This is an optimization exercise on Yosys and OpenROAD, whose aim is small area, not a production implementation. No functional check of the RTL was part of any run shown here. No activity file was given, so power comes from the tool's default toggle rates.

==> flow/design.v (outline; a module is shown in full before it is edited, if it fits) <==
// module FIR: 883 lines
// module fa: 4 lines
// module mx: 3 lines
// module mx1: 3 lines
// module ha: 4 lines
// module aoi21: 3 lines
// module nand2: 3 lines
// module nor2: 3 lines
// module oai21: 3 lines
module FIR(
	input				clk,
	input				rst_n,
	input				clk_en,
	input  [15:0]	filter_in,
	output [15:0]	filter_out
);
  // ...
==> flow/flow/run.sh <==
#!/bin/bash
# Layout: the standard ORFS flow (standard.sh), with two changes passed to ORFS
# through its own variables:
#  - the ports are buffered with the smallest buffer (buf_1) instead of the flow's default;
#  - clock tree synthesis uses clkbuf_8 buffers and inserts no dummy loads.
# The full output of the flow goes to flow.log in this folder; ORFS keeps each step's log
# under orfs/logs/.
set -euo pipefail
export BUFFER_PORTS_ARGS="-buffer_cell sky130_fd_sc_hd__buf_1"
export CTS_ARGS="-sink_clustering_enable -repair_clock_nets -buf_list sky130_fd_sc_hd__clkbuf_8 -dont_use_dummy_load"
bash standard.sh > flow.log 2>&1
==> flow/standard.sh <==
#!/bin/bash
# synth_recipe.tcl (not shown) runs the flow's synth.tcl, then flattens the netlist and writes it again
# the make line also repeats each setting of config.mk as NAME=value (left out here)
make -C /OpenROAD-flow-scripts/flow DESIGN_CONFIG=/design/flow/config.mk WORK_HOME=/design/flow/orfs CLKGATE_MAP_FILE= SYNTH_SCRIPT=/design/flow/synth_recipe.tcl "${@:-finish}"
==> flow/config.mk <==
export PLATFORM = sky130hd
export DESIGN_NAME = FIR
export DESIGN_NICKNAME = FIR
export VERILOG_FILES = /design/flow/design.v
export SDC_FILE = /design/flow/constraint.sdc
export NUM_CORES = 4
export LEC_CHECK = 0
export CAP_MARGIN = 20
export CORE_MARGIN = 2
export CORE_UTILIZATION = 40
export SLEW_MARGIN = 20
export SYNTH_HIERARCHICAL = 1
==> flow/constraint.sdc <==
create_clock -name core_clock -period 6.0 [get_ports {clk}]
set_input_delay 1.2000 -clock core_clock [delete_from_list [all_inputs] [get_ports {clk}]]
set_output_delay 1.2000 -clock core_clock [all_outputs]
set_load 0.01 [all_outputs]
==> results.rst, run 1 <==
.. list-table::
   :header-rows: 1

   * - Metric
     - Value
   * - Later-pin clock latency in the skew report
     - 0.48 ns
   * - Dpl ws
     - -0.0386 ns
   * - Synth-to-layout area growth
     - 10.6%
   * - Slowest cell delay on critical path
     - 0.56 ns
   * - Most flop-heavy register
     - R
   * - Number of placed cells counting well taps
     - 1491
   * - Synth Net Count
     - 1337
   * - Switching power share of the total
     - 33.4%
   * - Setup repair after global routing missed its margin
     - no
   * - Post-route cell area
     - 14300 µm²
   * - First-pass detailed-route iteration total
     - 4
   * - Io pins
     - 35
   * - Wire length of the first global-routing pass
     - 50.5 mm
   * - Count of synthesis-stage warnings from yosys
     - 7
   * - Fraction of power consumed by the clock network
     - 20.9%
   * - Max Root-Sink Buffers
     - 2
   * - Worst rel slew slack
     - 46.6%
   * - Total internal power
     - 2.13 mW
   * - Crit path top cell by count
     - sky130_fd_sc_hd__fa_1
   * - RePlAce Congestion
     - 0.895
   * - Compound-gate portion of the synthesized area
     - 18.8%
   * - Xor and xnor fraction of the mapped netlist area
     - 3.39%
   * - Multiplexer area fraction after synthesis
     - 0%
   * - Async S/R FF share, synth
     - 8.76%
   * - Metal1 wirelength
     - 14.2 mm
   * - Register cell area after layout
     - 3980 µm²
   * - Highest-power group
     - sequential cells
   * - Top cells by instance count after synthesis
     - 206 x sky130_fd_sc_hd__fa_1, 177 x sky130_fd_sc_hd__dfxtp_1, 176 x sky130_fd_sc_hd__a22o_1
   * - Gate Count Post-Synth
     - 1008
   * - Post-CTS sizing
     - 2
   * - Vias in the first global route
     - 8946
   * - Nets
     - 1440
   * - Run status
     - finished clean
   * - Total clock buffers created by CTS
     - 17
   * - Synth Area per Inst
     - 12.8 µm²
   * - Met1 routing resource usage after global routing
     - 26.9%
   * - Highest Clock Rate
     - 173 MHz
   * - Post-synthesis instance area
     - 12900 µm²
   * - Hold path depth
     - 1
   * - Final hold vios
     - 0
   * - Startpoint kind of the worst setup timing path
     - flip-flop
   * - Max-slew violation count
     - 0
   * - Met2 demand-to-capacity share in global routing
     - 32.8%
   * - Setup slack, reg-to-reg
     - 0.23 ns
==> inputs of run 2 (changes only) <==
--- a/flow/design.v
+++ b/flow/design.v
@@ -2,17 +2,17 @@
 module FIR(
 	input				clk,
 	input				rst_n,
 	input				clk_en,
 	input  [15:0]	filter_in,
 	output [15:0]	filter_out
 );
 reg [15:0] d0, d1, d2, d3, d4, d5, d6, d7, d8;
-reg [32:0] R;
+reg [34:0] R;
 reg [15:0] out;
 reg clr;    
 always @(posedge clk or negedge rst_n) begin
 	if (!rst_n) clr <= 1'b1;
 	else        clr <= 1'b0;
 end
 wire ld   = clk_en & ~clr;
 wire hold = ~clk_en & ~clr;
@@ -450,123 +450,123 @@
 wire s610, c611; fa us610 (.a(p2_x344), .b(p1_x245), .c(c565), .s(s610), .co(c611));
 wire s612, c613; ha us612 (.a(s566), .b(p1_x228), .s(s612), .co(c613));
 wire s614, c615; fa us614 (.a(c567), .b(s568), .c(c613), .s(s614), .co(c615));
 wire s616, c617; fa us616 (.a(c569), .b(s570), .c(c615), .s(s616), .co(c617));
 wire s618, c619; fa us618 (.a(c571), .b(s572), .c(c617), .s(s618), .co(c619));
 wire s620, c621; fa us620 (.a(c573), .b(s574), .c(c619), .s(s620), .co(c621));
 wire s622, c623; fa us622 (.a(c575), .b(s576), .c(c621), .s(s622), .co(c623));
 wire s624, c625; fa us624 (.a(c577), .b(s578), .c(c623), .s(s624), .co(c625));
-wire s626, c627; fa us626 (.a(c579), .b(s580), .c(c625), .s(s626), .co(c627));
-wire s628, c629; ha us628 (.a(c583), .b(s584), .s(s628), .co(c629));
+wire s626, c627; ha us626 (.a(c581), .b(s582), .s(s626), .co(c627));
+wire s628, c629; fa us628 (.a(c583), .b(s584), .c(c627), .s(s628), .co(c629));
 wire s630, c631; fa us630 (.a(c585), .b(s586), .c(c629), .s(s630), .co(c631));
-wire s632, c633; fa us632 (.a(c587), .b(s588), .c(c631), .s(s632), .co(c633));
-wire s634, c635; ha us634 (.a(c591), .b(s592), .s(s634), .co(c635));
-wire s636, c637; fa us636 (.a(c593), .b(s594), .c(c635), .s(s636), .co(c637));
-wire s638, c639; fa us638 (.a(c595), .b(s596), .c(c637), .s(s638), .co(c639));
-wire s640, c641; ha us640 (.a(c599), .b(s600), .s(s640), .co(c641));
-wire s642, c643; fa us642 (.a(c601), .b(s602), .c(c641), .s(s642), .co(c643));
-wire s644, c645; fa us644 (.a(c603), .b(s604), .c(c643), .s(s644), .co(c645));
-wire s646, c647; ha us646 (.a(c607), .b(s608), .s(s646), .co(c647));
-wire s648, c649; fa us648 (.a(c609), .b(s610), .c(c647), .s(s648), .co(c649));
-wire s650, c651; fa us650 (.a(c611), .b(p2_x345), .c(c649), .s(s650), .co(c651));
-wire s652, c653; fa us652 (.a(R[8]), .b(R[9]), .c(R[10]), .s(s652), .co(c653));
+wire s632, c633; ha us632 (.a(c589), .b(s590), .s(s632), .co(c633));
+wire s634, c635; fa us634 (.a(c591), .b(s592), .c(c633), .s(s634), .co(c635));
+wire s636, c637; ha us636 (.a(c595), .b(s596), .s(s636), .co(c637));
+wire s638, c639; fa us638 (.a(c597), .b(s598), .c(c637), .s(s638), .co(c639));
+wire s640, c641; ha us640 (.a(c601), .b(s602), .s(s640), .co(c641));
+wire s642, c643; fa us642 (.a(c603), .b(s604), .c(c641), .s(s642), .co(c643));
+wire s644, c645; ha us644 (.a(c607), .b(s608), .s(s644), .co(c645));
+wire s646, c647; fa us646 (.a(c609), .b(s610), .c(c645), .s(s646), .co(c647));
+wire s648, c649; fa us648 (.a(c611), .b(p2_x345), .c(c647), .s(s648), .co(c649));
+wire s650, c651; fa us650 (.a(R[7]), .b(R[8]), .c(R[9]), .s(s650), .co(c651));
+wire s652, c653; ha us652 (.a(R[10]), .b(d2[8]), .s(s652), .co(c653));
 wire s654, c655; ha us654 (.a(R[11]), .b(d2[9]), .s(s654), .co(c655));
 wire s656, c657; ha us656 (.a(R[12]), .b(d2[10]), .s(s656), .co(c657));
-wire s658, c659; ha us658 (.a(R[13]), .b(d2[11]), .s(s658), .co(c659));
-wire s660, c661; fa us660 (.a(R[14]), .b(R[15]), .c(R[16]), .s(s660), .co(c661));
-wire s662, c663; ha us662 (.a(d2[12]), .b(d2[10]), .s(s662), .co(c663));
-wire s664, c665; fa us664 (.a(R[17]), .b(d2[13]), .c(d2[11]), .s(s664), .co(c665));
-wire s666, c667; ha us666 (.a(R[18]), .b(d2[14]), .s(s666), .co(c667));
-wire s668, c669; ha us668 (.a(R[19]), .b(d2[15]), .s(s668), .co(c669));
-wire s670, c671; ha us670 (.a(R[20]), .b(R[21]), .s(s670), .co(c671));
+wire s658, c659; fa us658 (.a(R[13]), .b(R[14]), .c(R[15]), .s(s658), .co(c659));
+wire s660, c661; ha us660 (.a(d2[11]), .b(d2[9]), .s(s660), .co(c661));
+wire s662, c663; fa us662 (.a(R[16]), .b(d2[12]), .c(d2[10]), .s(s662), .co(c663));
+wire s664, c665; ha us664 (.a(R[17]), .b(d2[13]), .s(s664), .co(c665));
+wire s666, c667; fa us666 (.a(R[18]), .b(R[19]), .c(R[20]), .s(s666), .co(c667));
+wire s668, c669; ha us668 (.a(d2[14]), .b(d2[12]), .s(s668), .co(c669));
+wire s670, c671; fa us670 (.a(R[21]), .b(d2[15]), .c(d2[13]), .s(s670), .co(c671));
 wire s672, c673; ha us672 (.a(R[2]), .b(d2[2]), .s(s672), .co(c673));
 wire s674, c675; fa us674 (.a(R[3]), .b(d2[3]), .c(d2[1]), .s(s674), .co(c675));
 wire s676, c677; fa us676 (.a(R[4]), .b(d2[4]), .c(d2[2]), .s(s676), .co(c677));
 wire s678, c679; fa us678 (.a(R[5]), .b(d2[5]), .c(d2[3]), .s(s678), .co(c679));
 wire s680, c681; fa us680 (.a(R[6]), .b(d2[6]), .c(d2[4]), .s(s680), .co(c681));
-wire s682, c683; fa us682 (.a(R[7]), .b(d2[7]), .c(d2[5]), .s(s682), .co(c683));
-wire s684, c685; ha us684 (.a(d8[7]), .b(d8[5]), .s(s684), .co(c685));
-wire s686, c687; fa us686 (.a(d2[8]), .b(d2[6]), .c(d8[8]), .s(s686), .co(c687));
-wire s688, c689; fa us688 (.a(d8[6]), .b(d5[1]), .c(s652), .s(s688), .co(c689));
+wire s682, c683; fa us682 (.a(d2[7]), .b(d2[5]), .c(d8[7]), .s(s682), .co(c683));
+wire s684, c685; ha us684 (.a(d8[5]), .b(d5[0]), .s(s684), .co(c685));
+wire s686, c687; fa us686 (.a(d2[6]), .b(d8[8]), .c(d8[6]), .s(s686), .co(c687));
+wire s688, c689; fa us688 (.a(d5[1]), .b(s652), .c(c651), .s(s688), .co(c689));
 wire s690, c691; fa us690 (.a(d2[7]), .b(d8[9]), .c(d8[7]), .s(s690), .co(c691));
-wire s692, c693; fa us692 (.a(d5[2]), .b(s654), .c(c653), .s(s692), .co(c693));
+wire s692, c693; fa us692 (.a(d5[2]), .b(c653), .c(s654), .s(s692), .co(c693));
 wire s694, c695; fa us694 (.a(d2[8]), .b(d8[10]), .c(d8[8]), .s(s694), .co(c695));
 wire s696, c697; fa us696 (.a(d5[3]), .b(c655), .c(s656), .s(s696), .co(c697));
-wire s698, c699; fa us698 (.a(d2[9]), .b(d8[11]), .c(d8[9]), .s(s698), .co(c699));
-wire s700, c701; fa us700 (.a(d5[4]), .b(c657), .c(s658), .s(s700), .co(c701));
+wire s698, c699; fa us698 (.a(d8[11]), .b(d8[9]), .c(d5[4]), .s(s698), .co(c699));
+wire s700, c701; fa us700 (.a(c657), .b(s660), .c(s658), .s(s700), .co(c701));
 wire s702, c703; fa us702 (.a(d8[12]), .b(d8[10]), .c(d5[5]), .s(s702), .co(c703));
-wire s704, c705; fa us704 (.a(c659), .b(s662), .c(s660), .s(s704), .co(c705));
-wire s706, c707; fa us706 (.a(d8[13]), .b(d8[11]), .c(d5[6]), .s(s706), .co(c707));
-wire s708, c709; fa us708 (.a(c663), .b(c661), .c(s664), .s(s708), .co(c709));
-wire s710, c711; fa us710 (.a(d2[12]), .b(d8[14]), .c(d8[12]), .s(s710), .co(c711));
-wire s712, c713; fa us712 (.a(d5[7]), .b(s666), .c(c665), .s(s712), .co(c713));
-wire s714, c715; fa us714 (.a(d2[13]), .b(d8[15]), .c(d8[13]), .s(s714), .co(c715));
-wire s716, c717; fa us716 (.a(d5[8]), .b(c667), .c(s668), .s(s716), .co(c717));
+wire s704, c705; fa us704 (.a(c661), .b(c659), .c(s662), .s(s704), .co(c705));
+wire s706, c707; fa us706 (.a(d2[11]), .b(d8[13]), .c(d8[11]), .s(s706), .co(c707));
+wire s708, c709; fa us708 (.a(d5[6]), .b(s664), .c(c663), .s(s708), .co(c709));
+wire s710, c711; fa us710 (.a(d8[14]), .b(d8[12]), .c(d5[7]), .s(s710), .co(c711));
+wire s712, c713; fa us712 (.a(c665), .b(s668), .c(s666), .s(s712), .co(c713));
+wire s714, c715; fa us714 (.a(d8[15]), .b(d8[13]), .c(d5[8]), .s(s714), .co(c715));
+wire s716, c717; fa us716 (.a(c669), .b(c667), .c(s670), .s(s716), .co(c717));
 wire s718, c719; fa us718 (.a(R[22]), .b(d2[14]), .c(d8[14]), .s(s718), .co(c719));
-wire s720, c721; fa us720 (.a(d5[9]), .b(c669), .c(s670), .s(s720), .co(c721));
-wire s722, c723; fa us722 (.a(R[23]), .b(d2[15]), .c(d8[15]), .s(s722), .co(c723));
-wire s724, c725; ha us724 (.a(d5[10]), .b(c671), .s(s724), .co(c725));
-wire s726 = ~R[24];
-wire c727 = R[24];
-wire s728 = ~R[26];
-wire c729 = R[26];
+wire s720, c721; ha us720 (.a(d5[9]), .b(c671), .s(s720), .co(c721));
+wire s722, c723; fa us722 (.a(R[23]), .b(R[24]), .c(R[25]), .s(s722), .co(c723));
+wire s724, c725; fa us724 (.a(d2[15]), .b(d8[15]), .c(d5[10]), .s(s724), .co(c725));
+wire s726 = ~R[26];
+wire c727 = R[26];
+wire s728 = ~R[28];
+wire c729 = R[28];
 wire s730 = ~R[1];
 wire c731 = R[1];
 wire s732, c733; fa us732 (.a(d2[0]), .b(d8[2]), .c(d8[0]), .s(s732), .co(c733));
 wire s734, c735; fa us734 (.a(d8[3]), .b(d8[1]), .c(c673), .s(s734), .co(c735));
 wire s736, c737; fa us736 (.a(d8[4]), .b(d8[2]), .c(c675), .s(s736), .co(c737));
 wire s738, c739; fa us738 (.a(d8[5]), .b(d8[3]), .c(c677), .s(s738), .co(c739));
 wire s740, c741; fa us740 (.a(d8[6]), .b(d8[4]), .c(c679), .s(s740), .co(c741));
-wire s742, c743; fa us742 (.a(d5[0]), .b(s684), .c(c681), .s(s742), .co(c743));
+wire s742, c743; fa us742 (.a(s684), .b(c681), .c(s682), .s(s742), .co(c743));
 wire s744, c745; fa us744 (.a(c685), .b(c683), .c(s686), .s(s744), .co(c745));
-wire s746, c747; fa us746 (.a(c687), .b(s690), .c(c689), .s(s746), .co(c747));
-wire s748, c749; fa us748 (.a(c691), .b(s694), .c(s696), .s(s748), .co(c749));
+wire s746, c747; fa us746 (.a(c687), .b(s690), .c(s692), .s(s746), .co(c747));
+wire s748, c749; fa us748 (.a(c691), .b(s694), .c(c693), .s(s748), .co(c749));
 wire s750, c751; fa us750 (.a(c695), .b(s698), .c(c697), .s(s750), .co(c751));
 wire s752, c753; fa us752 (.a(c699), .b(s702), .c(c701), .s(s752), .co(c753));
 wire s754, c755; fa us754 (.a(c703), .b(s706), .c(c705), .s(s754), .co(c755));
 wire s756, c757; fa us756 (.a(c707), .b(s710), .c(c709), .s(s756), .co(c757));
-wire s758, c759; fa us758 (.a(c711), .b(s714), .c(s716), .s(s758), .co(c759));
-wire s760, c761; fa us760 (.a(c715), .b(s718), .c(c717), .s(s760), .co(c761));
+wire s758, c759; fa us758 (.a(c711), .b(s714), .c(c713), .s(s758), .co(c759));
+wire s760, c761; fa us760 (.a(c715), .b(s718), .c(s720), .s(s760), .co(c761));
 wire s762, c763; fa us762 (.a(c719), .b(s722), .c(s724), .s(s762), .co(c763));
 wire s764, c765; fa us764 (.a(d5[11]), .b(s726), .c(c723), .s(s764), .co(c765));
-wire s766 = ~(R[25] ^ d5[12]);
-wire c767 = R[25] | d5[12];
-wire s768, c769; fa us768 (.a(R[27]), .b(R[28]), .c(d5[13]), .s(s768), .co(c769));
-wire s770 = ~(R[29] ^ d5[14]);
-wire c771 = R[29] | d5[14];
-wire s772 = ~R[30];
-wire c773 = R[30];
+wire s766 = ~(R[27] ^ d5[12]);
+wire c767 = R[27] | d5[12];
+wire s768, c769; fa us768 (.a(R[29]), .b(R[30]), .c(d5[13]), .s(s768), .co(c769));
+wire s770 = ~(R[31] ^ d5[14]);
+wire c771 = R[31] | d5[14];
+wire s772 = ~R[32];
+wire c773 = R[32];
 wire s774, c775; ha us774 (.a(R[0]), .b(d2[0]), .s(s774), .co(c775));
 wire s776, c777; fa us776 (.a(d2[1]), .b(d8[1]), .c(s730), .s(s776), .co(c777));
 wire s778, c779; fa us778 (.a(c731), .b(s672), .c(s732), .s(s778), .co(c779));
 wire s780, c781; fa us780 (.a(c733), .b(s674), .c(s734), .s(s780), .co(c781));
 wire s782, c783; fa us782 (.a(s676), .b(c735), .c(s736), .s(s782), .co(c783));
 wire s784, c785; fa us784 (.a(s678), .b(c737), .c(s738), .s(s784), .co(c785));
 wire s786, c787; fa us786 (.a(s680), .b(c739), .c(s740), .s(s786), .co(c787));
-wire s788, c789; fa us788 (.a(s682), .b(c741), .c(s742), .s(s788), .co(c789));
-wire s790, c791; fa us790 (.a(c743), .b(s744), .c(s688), .s(s790), .co(c791));
-wire s792, c793; fa us792 (.a(c745), .b(s692), .c(s746), .s(s792), .co(c793));
-wire s794, c795; fa us794 (.a(c693), .b(s748), .c(c747), .s(s794), .co(c795));
-wire s796, c797; fa us796 (.a(s700), .b(s750), .c(c749), .s(s796), .co(c797));
+wire s788, c789; fa us788 (.a(s650), .b(c741), .c(s742), .s(s788), .co(c789));
+wire s790, c791; fa us790 (.a(c743), .b(s688), .c(s744), .s(s790), .co(c791));
+wire s792, c793; fa us792 (.a(c689), .b(c745), .c(s746), .s(s792), .co(c793));
+wire s794, c795; fa us794 (.a(s696), .b(s748), .c(c747), .s(s794), .co(c795));
+wire s796, c797; fa us796 (.a(s700), .b(c749), .c(s750), .s(s796), .co(c797));
 wire s798, c799; fa us798 (.a(s704), .b(c751), .c(s752), .s(s798), .co(c799));
 wire s800, c801; fa us800 (.a(s708), .b(c753), .c(s754), .s(s800), .co(c801));
 wire s802, c803; fa us802 (.a(s712), .b(c755), .c(s756), .s(s802), .co(c803));
-wire s804, c805; fa us804 (.a(c713), .b(s758), .c(c757), .s(s804), .co(c805));
-wire s806, c807; fa us806 (.a(s720), .b(s760), .c(c759), .s(s806), .co(c807));
+wire s804, c805; fa us804 (.a(s716), .b(c757), .c(s758), .s(s804), .co(c805));
+wire s806, c807; fa us806 (.a(c717), .b(s760), .c(c759), .s(s806), .co(c807));
 wire s808, c809; fa us808 (.a(c721), .b(s762), .c(c761), .s(s808), .co(c809));
-wire s810, c811; fa us810 (.a(c725), .b(s764), .c(c763), .s(s810), .co(c811));
+wire s810, c811; fa us810 (.a(c725), .b(c763), .c(s764), .s(s810), .co(c811));
 wire s812, c813; fa us812 (.a(c727), .b(s766), .c(c765), .s(s812), .co(c813));
 wire s814, c815; fa us814 (.a(s728), .b(c767), .c(s768), .s(s814), .co(c815));
 wire s816, c817; fa us816 (.a(c729), .b(c769), .c(s770), .s(s816), .co(c817));
 wire s818, c819; fa us818 (.a(d5[15]), .b(s772), .c(c771), .s(s818), .co(c819));
-wire s820 = ~(R[31] ^ c773);
-wire c821 = R[31] | c773;
-wire s822 = ~R[32];
-wire c823 = R[32];
+wire s820 = ~(R[33] ^ c773);
+wire c821 = R[33] | c773;
+wire s822 = ~R[34];
+wire c823 = R[34];
 wire k824 = s774 & d8[0];
 wire k825 = (c775 & s776) | (c775 & k824) | (s776 & k824);
 wire k826 = (c777 & s778) | (c777 & k825) | (s778 & k825);
 wire k827 = (c779 & s780) | (c779 & k826) | (s780 & k826);
 wire k828 = (c781 & s782) | (c781 & k827) | (s782 & k827);
 wire k829 = (c783 & s784) | (c783 & k828) | (s784 & k828);
 wire k830 = (c785 & s786) | (c785 & k829) | (s786 & k829);
 wire k831 = (c787 & s788) | (c787 & k830) | (s788 & k830);
@@ -654,17 +654,17 @@
 wire Sax930 = s855 ^ Sag913;
 wire Sax931 = s857 ^ Sag914;
 wire Sax932 = s859 ^ Sag915;
 wire Sax933 = s861 ^ Sag916;
 wire Sax934 = s863 ^ Sag917;
 wire Sax935 = s865 ^ Sag918;
 wire Sax936 = 1'b1 ^ Sag919;
 wire [15:0] S = {Sax936, Sax935, Sax934, Sax933, Sax932, Sax931, Sax930, Sax929, Sax928, Sax927, Sax926, Sax925, Sax924, Sax923, Sax922, Sax921};
-wire [32:0] R_in = {c651, s650, s648, s646, c645, s606, c605, s644, s642, s640, c639, s598, c597, s638, s636, s634, c633, s590, c589, s632, s630, s628, c627, s582, c581, s626, s624, s622, s620, s618, s616, s614, s612};
+wire [34:0] R_in = {c649, s648, s646, s644, c643, s606, c605, s642, s640, c639, s600, c599, s638, s636, c635, s594, c593, s634, s632, c631, s588, c587, s630, s628, s626, c625, s580, c579, s624, s622, s620, s618, s616, s614, s612};
 wire [15:0] d1_n;
 mx md1_n0 (.s1(ld), .a(d0[0]), .s0(hold), .b(d1[0]), .y(d1_n[0]));
 mx md1_n1 (.s1(ld), .a(d0[1]), .s0(hold), .b(d1[1]), .y(d1_n[1]));
 mx md1_n2 (.s1(ld), .a(d0[2]), .s0(hold), .b(d1[2]), .y(d1_n[2]));
 mx md1_n3 (.s1(ld), .a(d0[3]), .s0(hold), .b(d1[3]), .y(d1_n[3]));
 mx md1_n4 (.s1(ld), .a(d0[4]), .s0(hold), .b(d1[4]), .y(d1_n[4]));
 mx md1_n5 (.s1(ld), .a(d0[5]), .s0(hold), .b(d1[5]), .y(d1_n[5]));
 mx md1_n6 (.s1(ld), .a(d0[6]), .s0(hold), .b(d1[6]), .y(d1_n[6]));
@@ -808,50 +808,52 @@
 mx md0_n8 (.s1(clk_en), .a(filter_in[8]), .s0(hold), .b(d0[8]), .y(d0_n[8]));
 mx md0_n9 (.s1(clk_en), .a(filter_in[9]), .s0(hold), .b(d0[9]), .y(d0_n[9]));
 mx md0_n10 (.s1(clk_en), .a(filter_in[10]), .s0(hold), .b(d0[10]), .y(d0_n[10]));
 mx md0_n11 (.s1(clk_en), .a(filter_in[11]), .s0(hold), .b(d0[11]), .y(d0_n[11]));
 mx md0_n12 (.s1(clk_en), .a(filter_in[12]), .s0(hold), .b(d0[12]), .y(d0_n[12]));
 mx md0_n13 (.s1(clk_en), .a(filter_in[13]), .s0(hold), .b(d0[13]), .y(d0_n[13]));
 mx md0_n14 (.s1(clk_en), .a(filter_in[14]), .s0(hold), .b(d0[14]), .y(d0_n[14]));
 mx md0_n15 (.s1(clk_en), .a(filter_in[15]), .s0(hold), .b(d0[15]), .y(d0_n[15]));
-wire [32:0] R_n;
+wire [34:0] R_n;
 mx mR_n0 (.s1(ld), .a(R_in[0]), .s0(hold), .b(R[0]), .y(R_n[0]));
 mx1 mR_n1 (.s1(ld), .a(R_in[1]), .s0(hold), .b(R[1]), .c(clr), .y(R_n[1]));
 mx1 mR_n2 (.s1(ld), .a(R_in[2]), .s0(hold), .b(R[2]), .c(clr), .y(R_n[2]));
 mx1 mR_n3 (.s1(ld), .a(R_in[3]), .s0(hold), .b(R[3]), .c(clr), .y(R_n[3]));
 mx1 mR_n4 (.s1(ld), .a(R_in[4]), .s0(hold), .b(R[4]), .c(clr), .y(R_n[4]));
 mx1 mR_n5 (.s1(ld), .a(R_in[5]), .s0(hold), .b(R[5]), .c(clr), .y(R_n[5]));
 mx1 mR_n6 (.s1(ld), .a(R_in[6]), .s0(hold), .b(R[6]), .c(clr), .y(R_n[6]));
-mx1 mR_n7 (.s1(ld), .a(R_in[7]), .s0(hold), .b(R[7]), .c(clr), .y(R_n[7]));
-mx mR_n8 (.s1(ld), .a(R_in[8]), .s0(hold), .b(R[8]), .y(R_n[8]));
-mx1 mR_n9 (.s1(ld), .a(R_in[9]), .s0(hold), .b(R[9]), .c(clr), .y(R_n[9]));
-mx mR_n10 (.s1(ld), .a(R_in[10]), .s0(hold), .b(R[10]), .y(R_n[10]));
+mx mR_n7 (.s1(ld), .a(R_in[7]), .s0(hold), .b(R[7]), .y(R_n[7]));
+mx1 mR_n8 (.s1(ld), .a(R_in[8]), .s0(hold), .b(R[8]), .c(clr), .y(R_n[8]));
+mx mR_n9 (.s1(ld), .a(R_in[9]), .s0(hold), .b(R[9]), .y(R_n[9]));
+mx1 mR_n10 (.s1(ld), .a(R_in[10]), .s0(hold), .b(R[10]), .c(clr), .y(R_n[10]));
 mx1 mR_n11 (.s1(ld), .a(R_in[11]), .s0(hold), .b(R[11]), .c(clr), .y(R_n[11]));
 mx1 mR_n12 (.s1(ld), .a(R_in[12]), .s0(hold), .b(R[12]), .c(clr), .y(R_n[12]));
-mx1 mR_n13 (.s1(ld), .a(R_in[13]), .s0(hold), .b(R[13]), .c(clr), .y(R_n[13]));
-mx mR_n14 (.s1(ld), .a(R_in[14]), .s0(hold), .b(R[14]), .y(R_n[14]));
-mx1 mR_n15 (.s1(ld), .a(R_in[15]), .s0(hold), .b(R[15]), .c(clr), .y(R_n[15]));
-mx mR_n16 (.s1(ld), .a(R_in[16]), .s0(hold), .b(R[16]), .y(R_n[16]));
+mx mR_n13 (.s1(ld), .a(R_in[13]), .s0(hold), .b(R[13]), .y(R_n[13]));
+mx1 mR_n14 (.s1(ld), .a(R_in[14]), .s0(hold), .b(R[14]), .c(clr), .y(R_n[14]));
+mx mR_n15 (.s1(ld), .a(R_in[15]), .s0(hold), .b(R[15]), .y(R_n[15]));
+mx1 mR_n16 (.s1(ld), .a(R_in[16]), .s0(hold), .b(R[16]), .c(clr), .y(R_n[16]));
 mx1 mR_n17 (.s1(ld), .a(R_in[17]), .s0(hold), .b(R[17]), .c(clr), .y(R_n[17]));
-mx1 mR_n18 (.s1(ld), .a(R_in[18]), .s0(hold), .b(R[18]), .c(clr), .y(R_n[18]));
+mx mR_n18 (.s1(ld), .a(R_in[18]), .s0(hold), .b(R[18]), .y(R_n[18]));
 mx1 mR_n19 (.s1(ld), .a(R_in[19]), .s0(hold), .b(R[19]), .c(clr), .y(R_n[19]));
 mx mR_n20 (.s1(ld), .a(R_in[20]), .s0(hold), .b(R[20]), .y(R_n[20]));
 mx1 mR_n21 (.s1(ld), .a(R_in[21]), .s0(hold), .b(R[21]), .c(clr), .y(R_n[21]));
-mx mR_n22 (.s1(ld), .a(R_in[22]), .s0(hold), .b(R[22]), .y(R_n[22]));
-mx1 mR_n23 (.s1(ld), .a(R_in[23]), .s0(hold), .b(R[23]), .c(clr), .y(R_n[23]));
-mx mR_n24 (.s1(ld), .a(R_in[24]), .s0(hold), .b(R[24]), .y(R_n[24]));
+mx1 mR_n22 (.s1(ld), .a(R_in[22]), .s0(hold), .b(R[22]), .c(clr), .y(R_n[22]));
+mx mR_n23 (.s1(ld), .a(R_in[23]), .s0(hold), .b(R[23]), .y(R_n[23]));
+mx1 mR_n24 (.s1(ld), .a(R_in[24]), .s0(hold), .b(R[24]), .c(clr), .y(R_n[24]));
 mx mR_n25 (.s1(ld), .a(R_in[25]), .s0(hold), .b(R[25]), .y(R_n[25]));
 mx mR_n26 (.s1(ld), .a(R_in[26]), .s0(hold), .b(R[26]), .y(R_n[26]));
 mx mR_n27 (.s1(ld), .a(R_in[27]), .s0(hold), .b(R[27]), .y(R_n[27]));
 mx mR_n28 (.s1(ld), .a(R_in[28]), .s0(hold), .b(R[28]), .y(R_n[28]));
 mx mR_n29 (.s1(ld), .a(R_in[29]), .s0(hold), .b(R[29]), .y(R_n[29]));
 mx mR_n30 (.s1(ld), .a(R_in[30]), .s0(hold), .b(R[30]), .y(R_n[30]));
 mx mR_n31 (.s1(ld), .a(R_in[31]), .s0(hold), .b(R[31]), .y(R_n[31]));
 mx mR_n32 (.s1(ld), .a(R_in[32]), .s0(hold), .b(R[32]), .y(R_n[32]));
+mx mR_n33 (.s1(ld), .a(R_in[33]), .s0(hold), .b(R[33]), .y(R_n[33]));
+mx mR_n34 (.s1(ld), .a(R_in[34]), .s0(hold), .b(R[34]), .y(R_n[34]));
 wire [15:0] out_n;
 mx mout_n0 (.s1(ld), .a(S[0]), .s0(nld), .b(out[0]), .y(out_n[0]));
 mx mout_n1 (.s1(ld), .a(S[1]), .s0(nld), .b(out[1]), .y(out_n[1]));
 mx mout_n2 (.s1(ld), .a(S[2]), .s0(nld), .b(out[2]), .y(out_n[2]));
 mx mout_n3 (.s1(ld), .a(S[3]), .s0(nld), .b(out[3]), .y(out_n[3]));
 mx mout_n4 (.s1(ld), .a(S[4]), .s0(nld), .b(out[4]), .y(out_n[4]));
 mx mout_n5 (.s1(ld), .a(S[5]), .s0(nld), .b(out[5]), .y(out_n[5]));
 mx mout_n6 (.s1(ld), .a(S[6]), .s0(nld), .b(out[6]), .y(out_n[6]));
==> run 2 against run 1 <==
Global-route usage is 0.25 points lower. Non-clock buffer count is 26 lower. Clock skew is 0.0062 ns higher. Combinational power hardly changed. Area after synthesis is 0.45% higher. Largest power group unchanged. Flip-flop and latch count is 2 higher. Sequential power hardly changed. Via count is 0.93% lower. Critical path type unchanged. Register-to-register slack better by 0.05 ns.
==> results.rst, run 2 <==
.. list-table::
   :header-rows: 1

   * - Metric
     - Value
   * - Maximum number of pins on one net before global-route repair
     - 102 (was 98)
   * - Most common library cell in the layout ignoring fill and taps
     - sky130_fd_sc_hd__fa_1 (unchanged)
   * - Min setup slack post-route
     - 0.278 ns (was 0.232 ns)
   * - Worst Reg-to-Reg Cells
     - 17 (was 19)
   * - Die W
     - 184 µm (about the same)
   * - Layout cells sized above 1
     - 6.72% (was 10.6%)
   * - Count of synthesis-stage warnings from yosys
     - 7 (unchanged)
   * - Top library cells by usage in the layout, fill and taps aside
     - 206 x sky130_fd_sc_hd__fa_1, 179 x sky130_fd_sc_hd__dfxtp_1, 178 x sky130_fd_sc_hd__a22o_1 (was 203 x sky130_fd_sc_hd__fa_1, 176 x sky130_fd_sc_hd__a22o_1, 175 x sky130_fd_sc_hd__dfxtp_1)
   * - Gate Count Post-Synth
     - 1012 (was 1008)
   * - Largest area contributor in the synthesized netlist
     - sky130_fd_sc_hd__fa_1 (unchanged)
   * - Total via count after detailed routing
     - 8227 (was 8304)
   * - Post-detailed-route count of antenna-violating nets
     - 0 (unchanged)
   * - Later-pin clock latency in the skew report
     - 0.49 ns (was 0.48 ns)
   * - Final antenna diode count
     - 0 (unchanged)
   * - Largest fanout on the critical path
     - 6 (unchanged)
   * - Number of setup violations in the final report
     - 0 (unchanged)
   * - Synth Net Count
     - 1341 (was 1337)
   * - Worst Path Arrival
     - 6.09 ns (was 6.11 ns)
   * - Async S/R FF share, synth
     - 8.67% (was 8.76%)
   * - Final WL
     - 30.5 mm (was 31.0 mm)
   * - Via density
     - 5.53 (was 5.50)
   * - Run status
     - finished clean (unchanged)
   * - TritonCTS clock tree
     - built (unchanged)
   * - Final cycle utilization of the critical path
     - 95.4% (was 96.1%)
   * - Crit Path Class
     - reg2reg (unchanged)
   * - Clock-pin slew reported for the worst setup and hold paths after clock tree synthesis
     - 0.09 ns (was 0.10 ns)
   * - Number of placement rows
     - 65 (unchanged)
   * - Number of register bits inferred by synthesis
     - 196 (was 194)
   * - Io pins
     - 35 (unchanged)
   * - Number of antenna violations at the first check in global routing
     - 0 (unchanged)
   * - Cell with the most instances after synthesis
     - sky130_fd_sc_hd__fa_1 (unchanged)
   * - Wire length of the first global-routing pass
     - 49.9 mm (was 50.5 mm)
   * - Hold path depth
     - 1 (unchanged)
   * - Leakage component of the power
     - 6.51 nW (was 6.65 nW)
   * - Most flop-heavy register
     - R (unchanged)
   * - Setup slack, reg-to-reg
     - 0.28 ns (was 0.23 ns)
   * - Setup repair after global routing missed its margin
     - no (unchanged)
   * - Total half-perimeter wirelength after legalization and detailed placement
     - 24.1 mm (was 24.8 mm)
   * - Max-cap violations
     - 0 (unchanged)
   * - Number of I/O port buffers
     - 34 (unchanged)
   * - Startpoint kind of the worst setup timing path
     - flip-flop (unchanged)
   * - Top cells by instance count after synthesis
     - 206 x sky130_fd_sc_hd__fa_1, 179 x sky130_fd_sc_hd__dfxtp_1, 178 x sky130_fd_sc_hd__a22o_1 (was 206 x sky130_fd_sc_hd__fa_1, 177 x sky130_fd_sc_hd__dfxtp_1, 176 x sky130_fd_sc_hd__a22o_1)
   * - Routed wirelength normalized by instance count
     - 20.5 µm (about the same)
   * - Total clock sinks
     - 196 (was 194)
   * - Slew at the pin with the worst max-slew slack
     - 1.02 ns (was 0.795 ns)
   * - Max Root-Sink Buffers
     - 2 (unchanged)
   * - First-pass detailed-route iteration total
     - 5 (was 4)
   * - Max reg flops
     - 35 (was 33)
   * - Cells taking the most area after synthesis
     - sky130_fd_sc_hd__fa_1 32%, sky130_fd_sc_hd__dfxtp_1 28%, sky130_fd_sc_hd__a22o_1 12% (was sky130_fd_sc_hd__fa_1 32%, sky130_fd_sc_hd__dfxtp_1 27%, sky130_fd_sc_hd__a22o_1 12%)
   * - Total clock buffers created by CTS
     - 17 (unchanged)
   * - Total global routing track utilization
     - 19.5% (was 19.8%)
   * - RePlAce Congestion
     - 0.851 (was 0.895)
   * - R2R Path Start
     - d8[1] (unchanged)
   * - Global route overflow
     - 0 (unchanged)
   * - Endpoint, Worst Hold
     - d7[4] (was d2[12])
   * - Final hold vios
     - 0 (unchanged)
   * - Post-CTS repair timing setup buffer count
     - 0 (unchanged)
   * - Commonest register cell after synthesis
     - sky130_fd_sc_hd__dfxtp_1 (unchanged)
   * - Final design utilization
     - 44.4% (was 45.1%)
   * - Path type of the worst min-delay path
     - reg2reg (unchanged)
   * - Sequential cell area fraction in the yosys report
     - 30.9% (was 30.7%)
   * - Nets
     - 1418 (was 1440)
   * - Dpl ws
     - 0.184 ns (was -0.0386 ns)
   * - Hold Startpoint
     - d7[4] (was d1[12])
   * - Clock skew after layout
     - 0.0399 ns (was 0.0338 ns)
   * - # H-tree levels
     - 4 (unchanged)
   * - Vias in the first global route
     - 8876 (was 8946)
   * - Area of the core
     - 31700 µm² (unchanged)
   * - FF-to-FF End
     - R[33] (was R[19])
   * - Post-synthesis instance area
     - 13000 µm² (was 12900 µm²)
   * - Count of different cell masters after synthesis
     - 45 (unchanged)
   * - Worst rel slew slack
     - 32.2% (was 46.6%)
   * - Synth-to-layout area growth
     - 8.59% (was 10.6%)
   * - Sum of negative setup slack
     - 0 ns (unchanged)
   * - Die area
     - 33900 µm² (was 33800 µm²)
   * - Initial cell density of the core
     - 40.9% (was 40.7%)
   * - Y dimension of the die
     - 184 µm (about the same)
   * - Power per cell area
     - 228 nW/µm² (was 224 nW/µm²)
   * - Synth Area per Inst
     - 12.8 µm² (about the same)
   * - Post-synth EDFFs
     - 0 (unchanged)
   * - Max-slew violation count
     - 0 (unchanged)
   * - Required time of the critical path
     - 6.37 ns (was 6.34 ns)
   * - CP Capture Type
     - flip-flop (unchanged)
   * - Minimum clock period after layout
     - 5.72 ns (was 5.77 ns)
   * - Cell chosen for the clock root
     - sky130_fd_sc_hd__clkbuf_8 (unchanged)
   * - Highest Clock Rate
     - 175 MHz (was 173 MHz)
   * - Share of Yosys cell area claimed by the top area cell type
     - 31.8% (was 31.9%)
   * - DRC violation count after routing
     - 0 (unchanged)
   * - Worst vdd ir
     - 0.000143 V (was 0.000144 V)
   * - Drt initial violations
     - 480 (was 414)
run 2: cell types whose count changed after synthesis:
cell,change
sky130_fd_sc_hd__a22o_1,+2
sky130_fd_sc_hd__dfxtp_1,+2
run 2: worst max path at each step:
stage / startpoint / endpoint / slack, ns / cells past startpoint
after floorplan: d2[1] / R[12] / 0.73 / 13
after global placement: d2[1] / R[27] / 0.30 / 14
after detailed placement: d2[1] / R[22] / 0.18 / 13
after CTS: d2[1] / R[22] / 0.14 / 13
after global routing: d8[1] / R[33] / 0.03 / 17
final: d8[1] / R[33] / 0.28 / 17
run 2: cell type report:
type	instances	area (µm²)
Tap cell	402	503
Timing Repair Buffer	58	309
Clock buffer	17	234
Sequential cell	196	4010
Inverter	65	249
Fill cell	2930	17600
Multi-Input combinational cell	751	8790
run 2: per-layer routing:
metal / wire length [µm] / up-vias / global-route usage [%] / share of wire, %
met4: 762 / 0 / 6.24 / 2.5
met5: 0 / - / 0 / 0
met2: 14900 / 106 / 32.7 / 49
li1: - / 3810 / - / -
met1: 13900 / 4280 / 26.2 / 46
met3: 846 / 31 / 2.94 / 2.8
run 2: kinds of logic after synthesis:
family,count (synthesis),synth area share [%]
XOR/XNOR,50,3.37
flip-flops,196,30.9
AO/OA/AOI/OAI,299,18.8
buffers and inverters,65,1.88
adder cells (fa/ha/maj),310,41.8
AND/OR/NAND/NOR,90,3.13
other,2,0.0579
run 2: worst max-delay path: stages (launching register included):
cell and delay, ns:
sky130_fd_sc_hd__dfxtp_1 0.44, sky130_fd_sc_hd__ha_1 0.27, sky130_fd_sc_hd__ha_1 0.20, sky130_fd_sc_hd__o211ai_1 0.27, sky130_fd_sc_hd__a21boi_1 0.13, sky130_fd_sc_hd__o31a_1 0.38, sky130_fd_sc_hd__o21ai_1 0.30, sky130_fd_sc_hd__a31oi_1 0.13
sky130_fd_sc_hd__nor2_1 0.35, sky130_fd_sc_hd__xnor2_1 0.16, sky130_fd_sc_hd__fa_1 0.46, sky130_fd_sc_hd__fa_1 0.50, sky130_fd_sc_hd__fa_1 0.39, sky130_fd_sc_hd__fa_1 0.37, sky130_fd_sc_hd__ha_1 0.22, sky130_fd_sc_hd__fa_1 0.38
sky130_fd_sc_hd__fa_1 0.44, sky130_fd_sc_hd__a22o_1 0.21
run 2: per-module statistics from Yosys (local to each module, per instance):
| module | area, µm² | cells | flip-flops and latches |
|---|---|---|---|
| FIR | 5720 | 472 | 196 |
| mx | 8.76 | 1 | 0 |
| oai21 | 5.00 | 1 | 0 |
| mx1 | 10.0 | 1 | 0 |
| nor2 | 3.75 | 1 | 0 |
| aoi21 | 8.76 | 1 | 0 |
| nand2 | 3.75 | 1 | 0 |
| fa | 20.0 | 1 | 0 |
| ha | 12.5 | 1 | 0 |
run 2: timing repair:
item	in CTS	in global routing
hold buffers	0	0
resized for setup	0	8
setup endpoints to repair	0	5
run 2: stage by stage:
stage          area, µm²  power, mW  std cells  hold slack, ns
2_1_floorplan      13000       2.24       1012           0.439
3_3_place_gp       13800       2.55       1472           0.452
3_5_place_dp       13800       2.57       1472           0.454
4_1_cts            14000       3.26       1489           0.480
5_1_grt            14100       3.43       1489           0.488
6_report           14100       3.21       1489           0.478
run 2: where the power goes:
group	leakage [nW]	total (mW)	switching [mW]	internal, mW
sequential	1.66	1.48	0.0794	1.40
combinational	4.72	1.05	0.567	0.484
clock	0.122	0.684	0.432	0.252
total	6.50	3.21	1.08	2.13

[what the ideal ports hide]
The results above use ideal ports. As a check the final layouts listed here were re-extracted and re-timed, cells and wires unchanged. Step 1 sets driving cells, clkbuf_16 on the clock port and buf_2 on the other inputs (assumed; they add their load-dependent delay and slew). Step 2 also shifts input and output timing later by t, the mid clock arrival at the registers, as if the neighbouring blocks saw the same clock. a / b / c = ideal ports / drivers / drivers and shift; a / b = the first two.
| run | t (ns) | slack for setup (ns) | worst hold slack (ns) | worst setup path after step 2 |
|---|---|---|---|---|
| run 1 | 0.508 | 0.232 / 0.232 / 0.232 | 0.472 / 0.472 / 0.472 | register to register |
| run 2 | 0.514 | 0.278 / 0.278 / 0.278 | 0.478 / 0.478 / 0.478 | register to register |
After both steps every run listed still meets setup and hold.
